This design comes from an exercise in tuning for small area on the open sky130 flow, not from production work. In this exercise RTL edits were held to simulation tests only and were not proved equivalent to the original. Power figures rest on the tool's default switching activity, not on a simulated workload.

$ cat design/flow/config.mk
export PLATFORM = sky130hd
export DESIGN_NAME = DataAggregator
export DESIGN_NICKNAME = DataAggregator
export VERILOG_FILES = /design/flow/design.v
export SDC_FILE = /design/flow/constraint.sdc
export NUM_CORES = 4
export LEC_CHECK = 0
export CAP_MARGIN = 20
export CORE_MARGIN = 2
export CORE_UTILIZATION = 45
export PLACE_DENSITY = 0.6
export SLEW_MARGIN = 20
$ cat design/flow/constraint.sdc
create_clock -name core_clock -period 10.0 [get_ports {clk}]
set_input_delay 2.0000 -clock core_clock [delete_from_list [all_inputs] [get_ports {clk}]]
set_output_delay 2.0000 -clock core_clock [all_outputs]
set_load 0.01 [all_outputs]
$ cat design/flow/design.v
module DataAggregator(
           clk, reset, bit1, bit2, bit3, bit4, read_index_yaxis, read_index_xaxis,
           out_data_yaxis, out_data_xaxis, finished
       );
localparam MODE_WAIT_START = 0;
localparam MODE_WAIT_CHANNEL = 1;
localparam MODE_WAIT_DATA = 2;
localparam MODE_ASSIGN_DATA = 3;
input clk, reset;
input bit1, bit2, bit3, bit4;  
input [6:0] read_index_yaxis, read_index_xaxis;
output [15:0] out_data_yaxis;  
output [15:0] out_data_xaxis;  
output finished;
reg [15:0] data_yaxis [0:127];
reg [15:0] data_xaxis [0:127];
reg [15:0] bit1_data_buffer, bit2_data_buffer, bit3_data_buffer, bit4_data_buffer;
reg [3:0] bit1_data_buffer_index, bit2_data_buffer_index, bit3_data_buffer_index, bit4_data_buffer_index;
reg [4:0] data_index_yaxis1, data_index_yaxis2, data_index_yaxis3, data_index_yaxis4;
reg [4:0] data_index_xaxis1, data_index_xaxis2, data_index_xaxis3, data_index_xaxis4;
reg data_yaxis1_valid, data_yaxis2_valid, data_yaxis3_valid, data_yaxis4_valid;
reg data_xaxis1_valid, data_xaxis2_valid, data_xaxis3_valid, data_xaxis4_valid;
reg channel_bit1, channel_bit2, channel_bit3, channel_bit4;
reg [1:0] mode_bit1, mode_bit2, mode_bit3, mode_bit4;
wire data_yaxis_valid, data_xaxis_valid;
integer i;
always @(posedge clk) begin
    if (reset) begin
        for (i = 0; i < 128; i = i + 1) begin
            data_yaxis[i] <= 0;
            data_xaxis[i] <= 0;
        end
        bit1_data_buffer <= 0;
        bit2_data_buffer <= 0;
        bit3_data_buffer <= 0;
        bit4_data_buffer <= 0;
        bit1_data_buffer_index <= 0;
        bit2_data_buffer_index <= 0;
        bit3_data_buffer_index <= 0;
        bit4_data_buffer_index <= 0;
        data_index_yaxis1 <= 31;
        data_index_yaxis2 <= 31;
        data_index_yaxis3 <= 31;
        data_index_yaxis4 <= 31;
        data_index_xaxis1 <= 31;
        data_index_xaxis2 <= 31;
        data_index_xaxis3 <= 31;
        data_index_xaxis4 <= 31;
        data_yaxis1_valid <= 0;
        data_yaxis2_valid <= 0;
        data_yaxis3_valid <= 0;
        data_yaxis4_valid <= 0;
        data_xaxis1_valid <= 0;
        data_xaxis2_valid <= 0;
        data_xaxis3_valid <= 0;
        data_xaxis4_valid <= 0;
        channel_bit1 <= 0;
        channel_bit2 <= 0;
        channel_bit3 <= 0;
        channel_bit4 <= 0;
        mode_bit1 <= MODE_WAIT_START;
        mode_bit2 <= MODE_WAIT_START;
        mode_bit3 <= MODE_WAIT_START;
        mode_bit4 <= MODE_WAIT_START;
    end else begin
        if (mode_bit1 == MODE_WAIT_START) begin
            if (bit1) begin
                mode_bit1 <= MODE_WAIT_CHANNEL;
            end
        end else if (mode_bit1 == MODE_WAIT_CHANNEL) begin
            channel_bit1 <= bit1;
            mode_bit1 <= MODE_WAIT_DATA;
            bit1_data_buffer_index <= 15;
        end else if (mode_bit1 == MODE_WAIT_DATA) begin
            bit1_data_buffer[bit1_data_buffer_index] <= bit1;
            if (bit1_data_buffer_index >= 1) begin
                bit1_data_buffer_index <= bit1_data_buffer_index - 1;
            end else begin
                mode_bit1 <= MODE_ASSIGN_DATA;
            end
        end else if (mode_bit1 == MODE_ASSIGN_DATA) begin
            mode_bit1 <= MODE_WAIT_START;
            if (channel_bit1 == 0) begin  
                data_yaxis[data_index_yaxis1] <= bit1_data_buffer;
                if (data_index_yaxis1 >= 1) begin
                    data_index_yaxis1 <= data_index_yaxis1 - 1;
                    data_yaxis1_valid <= 0;
                end else begin
                    data_index_yaxis1 <= 31;
                    data_yaxis1_valid <= 1;
                end
            end else begin  
                data_yaxis[32 + data_index_yaxis2] <= bit1_data_buffer;
                if (data_index_yaxis2 >= 1) begin
                    data_index_yaxis2 <= data_index_yaxis2 - 1;
                    data_yaxis2_valid <= 0;
                end else begin
                    data_index_yaxis2 <= 31;
                    data_yaxis2_valid <= 1;
                end
            end
        end
        if (mode_bit2 == MODE_WAIT_START) begin
            if (bit2) begin
                mode_bit2 <= MODE_WAIT_CHANNEL;
            end
        end else if (mode_bit2 == MODE_WAIT_CHANNEL) begin
            channel_bit2 <= bit2;
            mode_bit2 <= MODE_WAIT_DATA;
            bit2_data_buffer_index <= 15;
        end else if (mode_bit2 == MODE_WAIT_DATA) begin
            bit2_data_buffer[bit2_data_buffer_index] <= bit2;
            if (bit2_data_buffer_index >= 1) begin
                bit2_data_buffer_index <= bit2_data_buffer_index - 1;
            end else begin
                mode_bit2 <= MODE_ASSIGN_DATA;
            end
        end else if (mode_bit2 == MODE_ASSIGN_DATA) begin
            mode_bit2 <= MODE_WAIT_START;
            if (channel_bit2 == 0) begin  
                data_yaxis[64 + data_index_yaxis3] <= bit2_data_buffer;
                if (data_index_yaxis3 >= 1) begin
                    data_index_yaxis3 <= data_index_yaxis3 - 1;
                    data_yaxis3_valid <= 0;
                end else begin
                    data_index_yaxis3 <= 31;
                    data_yaxis3_valid <= 1;
                end
            end else begin  
                data_yaxis[96 + data_index_yaxis4] <= bit2_data_buffer;
                if (data_index_yaxis4 >= 1) begin
                    data_index_yaxis4 <= data_index_yaxis4 - 1;
                    data_yaxis4_valid <= 0;
                end else begin
                    data_index_yaxis4 <= 31;
                    data_yaxis4_valid <= 1;
                end
            end
        end
        if (mode_bit3 == MODE_WAIT_START) begin
            if (bit3) begin
                mode_bit3 <= MODE_WAIT_CHANNEL;
            end
        end else if (mode_bit3 == MODE_WAIT_CHANNEL) begin
            channel_bit3 <= bit3;
            mode_bit3 <= MODE_WAIT_DATA;
            bit3_data_buffer_index <= 15;
        end else if (mode_bit3 == MODE_WAIT_DATA) begin
            bit3_data_buffer[bit3_data_buffer_index] <= bit3;
            if (bit3_data_buffer_index >= 1) begin
                bit3_data_buffer_index <= bit3_data_buffer_index - 1;
            end else begin
                mode_bit3 <= MODE_ASSIGN_DATA;
            end
        end else if (mode_bit3 == MODE_ASSIGN_DATA) begin
            mode_bit3 <= MODE_WAIT_START;
            if (channel_bit3 == 0) begin  
                data_xaxis[data_index_xaxis1] <= bit3_data_buffer;
                if (data_index_xaxis1 >= 1) begin
                    data_index_xaxis1 <= data_index_xaxis1 - 1;
                    data_xaxis1_valid <= 0;
                end else begin
                    data_index_xaxis1 <= 31;
                    data_xaxis1_valid <= 1;
                end
            end else begin  
                data_xaxis[32 + data_index_xaxis2] <= bit3_data_buffer;
                if (data_index_xaxis2 >= 1) begin
                    data_index_xaxis2 <= data_index_xaxis2 - 1;
                    data_xaxis2_valid <= 0;
                end else begin
                    data_index_xaxis2 <= 31;
                    data_xaxis2_valid <= 1;
                end
            end
        end
        if (mode_bit4 == MODE_WAIT_START) begin
            if (bit4) begin
                mode_bit4 <= MODE_WAIT_CHANNEL;
            end
        end else if (mode_bit4 == MODE_WAIT_CHANNEL) begin
            channel_bit4 <= bit4;
            mode_bit4 <= MODE_WAIT_DATA;
            bit4_data_buffer_index <= 15;
        end else if (mode_bit4 == MODE_WAIT_DATA) begin
            bit4_data_buffer[bit4_data_buffer_index] <= bit4;
            if (bit4_data_buffer_index >= 1) begin
                bit4_data_buffer_index <= bit4_data_buffer_index - 1;
            end else begin
                mode_bit4 <= MODE_ASSIGN_DATA;
            end
        end else if (mode_bit4 == MODE_ASSIGN_DATA) begin
            mode_bit4 <= MODE_WAIT_START;
            if (channel_bit4 == 0) begin  
                data_xaxis[64 + data_index_xaxis3] <= bit4_data_buffer;
                if (data_index_xaxis3 >= 1) begin
                    data_index_xaxis3 <= data_index_xaxis3 - 1;
                    data_xaxis3_valid <= 0;
                end else begin
                    data_index_xaxis3 <= 31;
                    data_xaxis3_valid <= 1;
                end
            end else begin  
                data_xaxis[96 + data_index_xaxis4] <= bit4_data_buffer;
                if (data_index_xaxis4 >= 1) begin
                    data_index_xaxis4 <= data_index_xaxis4 - 1;
                    data_xaxis4_valid <= 0;
                end else begin
                    data_index_xaxis4 <= 31;
                    data_xaxis4_valid <= 1;
                end
            end
        end
    end
end
assign out_data_yaxis = data_yaxis[read_index_yaxis];
assign out_data_xaxis = data_xaxis[read_index_xaxis];
assign data_yaxis_valid = (data_yaxis1_valid && data_yaxis2_valid && data_yaxis3_valid && data_yaxis4_valid);
assign data_xaxis_valid = (data_xaxis1_valid && data_xaxis2_valid && data_xaxis3_valid && data_xaxis4_valid);
assign finished = (data_yaxis_valid && data_xaxis_valid);
endmodule
$ cat design/flow/run.sh
#!/bin/bash
# synth_recipe.tcl (not shown) runs the flow's synth.tcl, then flattens the netlist and writes it again
# the make line also repeats each setting of config.mk as NAME=value (left out here)
make -C /OpenROAD-flow-scripts/flow DESIGN_CONFIG=/design/flow/config.mk WORK_HOME=/design/flow/orfs CLKGATE_MAP_FILE= SYNTH_SCRIPT=/design/flow/synth_recipe.tcl finish
==> results of run 1 <==
logic make-up after synthesis:
group	after synthesis	share of synthesized area
AOI/OAI and AO/OA	390	0.0135
xor gates and xnor gates	35	0.00157
adders and majority gates	56	0.00359
buffers and inverters	1233	0.0247
DFF	4236	0.645
muxes	1382	0.157
and+or+nand+nor	4863	0.154
placed cells by master (no fill, tap or decap), types with 86 or more instances in the layout:
| cell | netlist | final |
|---|---|---|
| edfxtp_1 | 4096 | 4096 |
| clkbuf_1 | 941 | 102 |
| a21oi_1 | 176 | 137 |
| and2_1 | 4065 | 4065 |
| clkinv_1 | 5 | 106 |
| or2_2 | 260 | 260 |
| nand2_1 | 114 | 113 |
| buf_4 | 6 | 369 |
| clkbuf_16 | 0 | 449 |
| mux4_2 | 1344 | 1344 |
| nor4_2 | 1 | 86 |
per-layer routing:
layer | wire, um | track usage | up-vias
met4 | 14700 | 0.0627 | 8
met5 | 46 | 0 | -
met3 | 49400 | 0.0451 | 838
li1 | - | - | 44900
met2 | 261000 | 0.398 | 4817
met1 | 231000 | 0.365 | 57100
registers in the layout, summed over array words and instances (netlist names), 5 cells and up:
| register | count |
|---|---|
| data_index_yaxis1 | 5 |
| bit1_data_buffer | 16 |
| data_index_yaxis2 | 5 |
| bit3_data_buffer | 16 |
| data_index_yaxis3 | 5 |
| data_index_yaxis4 | 5 |
| data_index_xaxis2 | 5 |
| data_xaxis | 2048 |
| bit2_data_buffer | 16 |
| bit4_data_buffer | 16 |
| data_index_xaxis4 | 5 |
| data_index_xaxis1 | 5 |
| data_yaxis | 2048 |
| data_index_xaxis3 | 5 |
critical path, delay by kind of cell:
kind / cells / cell delay [ns]
muxes: 4 / 2.06
buffers and inverters: 3 / 1.68
power breakdown:
group / switching [mW] / internal [mW] / total, mW / leakage, nW
logic: 2.16 / 1.34 / 3.50 / 25.7
registers: 0.325 / 20.2 / 20.5 / 41.1
clock network: 6.94 / 8.97 / 15.9 / 6.68
total: 9.42 / 30.5 / 40.0 / 73.5
how the worst max path moves through the flow:
stage	endpoint	cells after the start
2_1_floorplan	out_data_xaxis[0]	6
5_1_grt	out_data_yaxis[6]	7
3_5_place_dp	out_data_yaxis[6]	7
4_1_cts	out_data_yaxis[6]	7
6_report	out_data_yaxis[6]	7
3_3_place_gp	out_data_yaxis[6]	7
area by class of cell:
class | instances | share of cell area
Clock inverter | 243 | 0.00940
Clock buffer | 553 | 0.0538
Tap cell | 5710 | 0.0330
Antenna cell | 9 | 0.000104
Inverter | 88 | 0.00153
Sequential cell | 4236 | 0.582
Multi-Input combinational cell | 6726 | 0.302
Timing Repair Buffer | 455 | 0.0184
==> flow_summary_export.csv, run 1 <==
group,metric,value,unit
status,status,"no timing/DRC/antenna violations",
routing,drcViolationCount,0,
clocking,postCtsSetupBuffers,0,
sta,rsz0062_at_grt,"no",
layout,design_area,216000,um2
clocking,ctsHoldBuffers,0,
worst_setup_path,arrival,5.92,ns
place,preCtsSetupSlack,2.04,ns
clocking,cts_made_buffers,443,
pwr,total_power,40.0,mW
sta,hold-worst-slack,0.480,ns
worst_setup_path,path_cells,"buf_8 > buf_4 > mux4_2 > mux4_2 > mux4_2 > mux2_2 > clkdlybuf4s50_1",
worst_setup_path,rr_worst_depth,7,
global_route,grtUsageTotal,0.252,
worst_setup_path,cp-end-kind,"primary output",
worst_setup_path,r2r_end,"data_xaxis[4][1]$_SDFFCE_PN0P_",
pwr,powerDensity,185,nW/um2
worst_setup_path,cp_slowest_stage_delay,0.65,ns
sta,min_period,7.92,ns
layout,multi_input_area,65400,um2
worst_setup_path,cp-startpoint,"read_index_yaxis[0]",
routing,vias,108000,
logic_synthesis,synth_fp_nets,12300,
layout,num-fill-cells,35200,
logic_synthesis,synth_top_area_share,0.631,
sta,clock_skew,0.0479,ns
floorplanning,rows,241,
logic_synthesis,synthDistinctLibCells,70,
routing,drt_wl_total,556000,um
worst_setup_path,critPathMostFrequentCell,"mux4_2",
logic_synthesis,yosys.area.top_type,"edfxtp_1",
min_path,min_to,"bit4_data_buffer[2]$_SDFFE_PP0P_",
sta,max_freq,126,MHz
clocking,clk_latency,0.99,ns
clocking,htreeDepth,5,
layout,regArea,126000,um2
layout,nNetsFinal,12000,
floorplanning,fp.dieH,662,um
worst_setup_path,regToRegStartpoint,"mode_bit3[0]$_SDFFE_PP0P_",
layout,final_util,0.502,
sta,setup_violations,0,
place,dp_cells,17200,
global_route,grt_pass1_vias,109000,
pwr,p_leak,73.5,nW
floorplanning,die_x,662,um
sta,fin_crit_sh,0.792,
routing,post_drt_wl_per_cell,30.8,um
logic_synthesis,yosysSeqAreaShare,0.645,
routing,drtAntennaViolNets,0,
global_route,grt_max_degree,116,
place,place_area,203000,um2
worst_setup_path,regToRegSetupSlack,5.43,ns
routing,vias_per_cell,5.98,
clocking,clock_path_buffers,4,
clocking,post_cts_resize_count,0,
layout,syn_to_final_growth,11.0,%
clocking,numClockSinks,4236,
routing,firstDrtPassIters,8,
floorplanning,boundaryPins,53,
logic_synthesis,synth-edff-count,4096,
min_path,hp-start,"bit4_data_buffer[2]$_SDFFE_PP0P_",
clocking,path_clk_slew,0.06,ns
logic_synthesis,syn_inst,12200,
floorplanning,coreArea,431000,um2
layout,drive_gt1_frac,0.236,
global_route,grt_pass1_wl,795000,um
sta,hold_violations,0,
logic_synthesis,yosys-top-cells-count,"4096 x edfxtp_1, 4065 x and2_1, 1344 x mux4_2",
worst_setup_path,cp.required,8.00,ns
global_route,grt-ovfl-total,0,
min_path,min-delay-path-class,"reg2reg",
worst_setup_path,critPathMaxFanout,50,
clocking,cts_tree,"yes",
sta,fin_setup_tns,0,ns
logic_synthesis,avgSynthCellArea,16.0,um2
routing,drt_iter0_drc,13900,
global_route,antenna_found_initial,59,
floorplanning,start_util,0.452,
logic_synthesis,ys_ff_latch,4236,
place,io_buffers,52,
place,globalplace.congestion,0.831,
layout,finalNonFillerCells,18000,
sta,slew_viol_final,0,
sta,fin_ws,2.08,ns
logic_synthesis,netlist_area,195000,um2
job,max_cap_viol_count,0,
sta,slew_headroom,0.273,
place,dpl.hpwl,324000,um
pwr,ir_worst_vdd,0.160,mV
logic_synthesis,yosys-top-cells-area,"edfxtp_1 63%, mux4_2 16%, and2_1 13%",
logic_synthesis,synthArstFlopShare,0,
worst_setup_path,crit_type,"in2out",
worst_setup_path,cp-start-kind,"input port",
logic_synthesis,yosysMostFrequentCell,"edfxtp_1",
logic_synthesis,synth_flop_cell,"edfxtp_1",
worst_setup_path,slowest_stage,"buf_4",
sta,worst_pin_slew,1.09,ns
min_path,whs_path_depth,2,
floorplanning,die_area,439000,um2
clocking,cts-root-buf,"clkbuf_16",
logic_synthesis,synth_warnings,1,
==> run 2, diff against run 1 <==
==> design/flow/design.v (replaced) <==
module DataAggregator(
           clk, reset, bit1, bit2, bit3, bit4, read_index_yaxis, read_index_xaxis,
           out_data_yaxis, out_data_xaxis, finished
       );
input clk, reset;
input bit1, bit2, bit3, bit4;
input [6:0] read_index_yaxis, read_index_xaxis;
output [15:0] out_data_yaxis;
output [15:0] out_data_xaxis;
output finished;
wire [3:0] bits = {bit4, bit3, bit2, bit1};
reg [3:0] phase;
reg [4*17-1:0] sr;         
reg [4*5-1:0] cnt;         
reg [3:0] pv;              
reg [4*16-1:0] pdata;      
reg [3:0] pg;              
reg [4*5-1:0] pe;          
reg [8*5-1:0] idx;         
reg [7:0] flag;            
reg [7:0] wrapped;         
reg [16*256-1:0] ring;
reg [3:0] store, ins;
reg [3:0] ch;
reg [4:0] cur [0:3];
integer l, r, g;
always @(*) begin
    for (l = 0; l < 4; l = l + 1) begin
        store[l] = (cnt[5*l +: 5] == 5'd18);
        ins[l] = pv[l] && ((pe[5*l +: 4] ^ phase) == 4'hf);
        ch[l] = sr[17*l+16];
        cur[l] = ch[l] ? idx[5*(2*l+1) +: 5] : idx[5*(2*l) +: 5];
    end
end
always @(posedge clk) begin
    if (reset) phase <= 4'd0;
    else phase <= phase + 4'd1;
    for (l = 0; l < 4; l = l + 1) begin
        sr[17*l +: 17] <= {sr[17*l +: 16], bits[l]};
        if (store[l]) begin
            pdata[16*l +: 16] <= sr[17*l +: 16];
            pg[l] <= ch[l];
            pe[5*l +: 5] <= cur[l];
        end
        if (reset) begin
            cnt[5*l +: 5] <= 5'd0;
            pv[l] <= 1'b0;
        end else begin
            if (cnt[5*l +: 5] == 5'd0) cnt[5*l +: 5] <= {4'd0, bits[l]};
            else if (store[l]) cnt[5*l +: 5] <= 5'd0;
            else cnt[5*l +: 5] <= cnt[5*l +: 5] + 5'd1;
            if (store[l]) pv[l] <= 1'b1;
            else if (ins[l]) pv[l] <= 1'b0;
        end
        for (r = 0; r < 4; r = r + 1) begin
            ring[256*(4*l+r) +: 256] <= {ring[256*(4*l+r) +: 240],
                (ins[l] && pg[l] == r/2 && pe[5*l+4] == r%2) ? pdata[16*l +: 16]
                                                             : ring[256*(4*l+r)+240 +: 16]};
        end
    end
    for (g = 0; g < 8; g = g + 1) begin
        if (reset) begin
            idx[5*g +: 5] <= 5'd31;
            flag[g] <= 1'b0;
            wrapped[g] <= 1'b0;
        end else if (store[g/2] && ch[g/2] == g%2) begin
            idx[5*g +: 5] <= idx[5*g +: 5] - 5'd1;
            flag[g] <= (idx[5*g +: 5] == 5'd0);
            if (idx[5*g +: 5] == 5'd0) wrapped[g] <= 1'b1;
        end
    end
end
function [15:0] rd;
    input [6:0] ridx;
    input [3:0] ph;
    input [2047:0] rings;
    input [1:0] pva;
    input [31:0] pda;
    input [1:0] pga;
    input [9:0] pea;
    input [19:0] gidx;
    input [3:0] gw;
    reg [3:0] st;
    reg [4:0] gi;
    reg valid, ma, mb;
    integer k, s, b;
    reg [127:0] sel;
    reg [15:0] acc;
    begin
        st = ridx[3:0] + ph;
        gi = gidx[5*ridx[6:5] +: 5];
        valid = gw[ridx[6:5]] || (ridx[4:0] > gi);
        ma = pva[0] && !ridx[6] && ridx[5] == pga[0] && ridx[4:0] == pea[4:0];
        mb = pva[1] && ridx[6] && ridx[5] == pga[1] && ridx[4:0] == pea[9:5];
        for (k = 0; k < 8; k = k + 1)
            for (s = 0; s < 16; s = s + 1)
                sel[16*k+s] = valid && !ma && !mb && ridx[6:4] == k && st == s;
        for (b = 0; b < 16; b = b + 1) begin
            acc[b] = (ma && pda[b]) || (mb && pda[16+b]);
            for (k = 0; k < 128; k = k + 1)
                acc[b] = acc[b] || (sel[k] && rings[256*(k/16) + 16*(k%16) + b]);
        end
        rd = acc;
    end
endfunction
assign out_data_yaxis = rd(read_index_yaxis, phase, ring[2047:0], pv[1:0], pdata[31:0],
                           pg[1:0], pe[9:0], idx[19:0], wrapped[3:0]);
assign out_data_xaxis = rd(read_index_xaxis, phase, ring[4095:2048], pv[3:2], pdata[63:32],
                           pg[3:2], pe[19:10], idx[39:20], wrapped[7:4]);
assign finished = &flag;
endmodule
==> run 2 against run 1 <==
Net effect:
- core utilization rose by 4.0 points
- worst setup slack got worse by 2.3 ns
- cell count decreased by 18%
- via count down 6.9%
- largest cell class unchanged
- worst hold slack got worse by 0.18 ns
- sequential cell count increased by 100
- critical path depth is 6 higher
- combinational power decreased by 33%
- now fails the layout checks on negative setup slack
- die area down 35%
- first-iteration DRC count up 37%
- clock power grew 4%
- clock-buffer cell count increased by 26
==> flow_summary_export.csv, run 2 <==
group,metric,value,unit
status,status,"finished with violations",
status,failed_checks,"negative setup slack",
layout,nNetsFinal,10700,
sta,setup_violations,2,
min_path,whs_path_depth,0,
routing,firstDrtPassIters,10,
clocking,path_clk_slew,0.06,ns
layout,finalNonFillerCells,14800,
worst_setup_path,critPathMaxFanout,17,
layout,layout_commonest_cell,"dfxtp_1",
floorplanning,die_area,283000,um2
logic_synthesis,ys_ff_latch,4336,
global_route,grtUsageTotal,0.397,
floorplanning,rows,193,
logic_synthesis,yosys-top-cells-count,"4248 x dfxtp_1, 777 x a22oi_1, 527 x nand3_1",
layout,regMostFlops,"ring",
min_path,min-delay-path-class,"reg2reg",
pwr,p_leak,55.2,nW
clocking,numClockSinks,4336,
layout,drive_gt1_frac,0.169,
layout,reg_top3,"ring: 4096 flops, sr: 68 flops, pdata: 64 flops",
place,place_area,136000,um2
clocking,postCtsSetupBuffers,0,
floorplanning,boundaryPins,53,
global_route,antenna_found_initial,81,
worst_setup_path,cp.required,8.00,ns
clocking,clock_path_buffers,4,
clocking,cts_made_buffers,415,
logic_synthesis,avgSynthCellArea,12.4,um2
logic_synthesis,synthDistinctLibCells,94,
layout,regArea,87700,um2
worst_setup_path,rr_worst_depth,7,
global_route,grt_pass1_wl,787000,um
floorplanning,die_x,532,um
worst_setup_path,crit_type,"in2out",
logic_synthesis,synth_fp_nets,10200,
pwr,powerDensity,241,nW/um2
sta,clock_skew,0.0694,ns
clocking,cts_tree,"yes",
logic_synthesis,syn_inst,10200,
routing,drt_wl_total,588000,um
logic_synthesis,netlist_area,125000,um2
worst_setup_path,arrival,8.19,ns
sta,fin_ws,-0.195,ns
sta,hold-worst-slack,0.298,ns
logic_synthesis,synth_top_area_share,0.678,
logic_synthesis,yosys.area.top_type,"dfxtp_1",
sta,hold_violations,0,
floorplanning,coreArea,277000,um2
logic_synthesis,synth-edff-count,88,
worst_setup_path,cp-start-kind,"input port",
min_path,hp-start,"ring[4077]$_DFF_P_",
sta,rsz0062_at_grt,"no",
routing,drcViolationCount,0,
sta,max_freq,98.1,MHz
layout,design_area,150000,um2
logic_synthesis,yosysMostFrequentCell,"dfxtp_1",
sta,slew_headroom,0.145,
logic_synthesis,yosys-top-cells-area,"dfxtp_1 68%, a22oi_1 4.6%, mux2_2 2.6%",
clocking,htreeDepth,5,
worst_setup_path,regToRegSetupSlack,7.01,ns
logic_synthesis,yosysSeqAreaShare,0.699,
layout,final_cell_mix,"4248 x dfxtp_1, 777 x a22oi_1, 600 x buf_4",
logic_synthesis,synth_warnings,2,
worst_setup_path,regToRegStartpoint,"phase[1]$_SDFF_PP0_",
place,globalplace.congestion,1.02,
clocking,cts-root-buf,"clkbuf_16",
layout,largest_reg_flops,4096,
global_route,grt_pass1_vias,94500,
worst_setup_path,r2r_end,"ring[10]$_DFF_P_",
sta,min_period,10.19,ns
global_route,grt_max_degree,73,
routing,vias_per_cell,6.78,
sta,worst_pin_slew,1.28,ns
logic_synthesis,synth_flop_cell,"dfxtp_1",
place,io_buffers,52,
min_path,min_to,"ring[4093]$_DFF_P_",
global_route,grt-ovfl-total,0,
layout,num-fill-cells,23300,
layout,multi_input_area,35800,um2
job,max_cap_viol_count,0,
pwr,ir_worst_vdd,0.189,mV
place,dpl.hpwl,390000,um
worst_setup_path,cp-end-kind,"primary output",
sta,slew_viol_final,0,
routing,post_drt_wl_per_cell,39.8,um
sta,fin_crit_sh,1.02,
layout,syn_to_final_growth,19.6,%
routing,drt_iter0_drc,19000,
logic_synthesis,synthArstFlopShare,0,
clocking,clk_latency,1.01,ns
floorplanning,start_util,0.453,
routing,drtAntennaViolNets,0,
floorplanning,fp.dieH,532,um
place,dp_cells,14000,
routing,vias,100000,
## run 2: cell families after synthesis
logic type,Yosys count,share of synthesized area
DFF,4336,0.699
xor gates and xnor gates,86,0.00606
adders and majority gates,43,0.00441
muxes,397,0.0359
and+or+nand+nor,1964,0.0772
buffers and inverters,716,0.0230
AOI/OAI and AO/OA,2613,0.154
## run 2: stage by stage
step | worst slack, ns | setup TNS [ns] | utilization | power [mW]
floorplan | 1.69 | 0 | - | 18.5
global placement | 0.108 | 0 | 0.489 | 19.9
global route | 0.107 | 0 | 0.541 | 36.8
finish | -0.195 | -0.236 | 0.542 | 36.2
CTS | 0.148 | 0 | 0.541 | 36.0
detailed placement | 0.174 | 0 | 0.489 | 19.9
## run 2: final cells by class
| class | instances | area share |
|---|---|---|
| Clock buffer | 579 | 0.0798 |
| Antenna cell | 69 | 0.00115 |
| Tap cell | 3705 | 0.0309 |
| Timing Repair Buffer | 756 | 0.0476 |
| Multi-Input combinational cell | 5103 | 0.239 |
| Clock inverter | 177 | 0.0158 |
| Sequential cell | 4336 | 0.584 |
| Inverter | 57 | 0.00143 |
## run 2: per-layer routing
| layer | vias up | wire length [um] | GRT usage |
|---|---|---|---|
| met1 | 49900 | 234000 | 0.545 |
| met3 | 2012 | 96600 | 0.182 |
| li1 | 39000 | - | - |
| met2 | 9355 | 225000 | 0.522 |
| met5 | - | 391 | 0.00152 |
| met4 | 42 | 32900 | 0.188 |
## run 2: where the power goes
group | internal (mW) | total (mW) | switching, mW
Sequential | 17.3 | 17.4 | 0.0340
Combinational | 0.452 | 2.34 | 1.88
Clock | 9.48 | 16.5 | 7.02
Total | 27.3 | 36.2 | 8.94
## run 2: how the worst max path moves through the flow
stage                        start                end  slack (ns)  cells after the start
2_1_floorplan  read_index_yaxis[6]  out_data_yaxis[6]        1.69                     18
3_3_place_gp   read_index_xaxis[6]  out_data_xaxis[0]        0.11                     16
3_5_place_dp   read_index_xaxis[6]  out_data_xaxis[0]        0.17                     16
4_1_cts        read_index_xaxis[6]  out_data_xaxis[0]        0.15                     16
5_1_grt        read_index_yaxis[1]  out_data_yaxis[2]        0.11                     13
6_report       read_index_yaxis[1]  out_data_yaxis[2]       -0.19                     13
## run 2: worst max-delay path, cell delays in order
cell             delay (ns)
clkdlybuf4s50_1        0.76
fa_2                   0.74
buf_4                  0.30
or2_2                  0.37
nor2_4                 0.90
nand2_1                0.37
nor2_1                 1.01
buf_4                  0.30
nand2_1                0.30
nand3_1                0.19
nor4_1                 0.08
nand4_1                0.20
clkdlybuf4s50_1        0.58
## run 2: timing repair
item,CTS,global route
gates resized for setup,0,1
endpoints found under the setup margin,0,1
hold buffers,0,0

static timing again, ports no longer ideal:
Ports are ideal in the flow. The routed layouts listed here were re-timed in OpenROAD.
Step 1 (the two cells are an assumption about what drives the block):
set clk [get_ports {clk}]
set_driving_cell -lib_cell sky130_fd_sc_hd__clkbuf_16 $clk
set_driving_cell -lib_cell sky130_fd_sc_hd__buf_2 [delete_from_list [all_inputs] $clk]
Step 2 moves the port delays by t, midway between the first and last clock arrival at a register: inputs arrive t later, outputs are due t later. That takes back most of the time a late clock gives input paths.
a / b / c = ideal ports / drivers / drivers and shift; a / b = the first two.
run	t (ns)	slack for setup (ns)	worst setup path after step 2	worst slew at a driven data input, ns
run 1	1.083	2.082 / 1.948 / 1.948	input to output	0.17
run 2	1.062	-0.195 / -0.220 / -0.220	input to output	0.06
The setup slack of run 1, which loses most, moves by -0.134 ns with the drivers and by -0.134 ns with both steps.
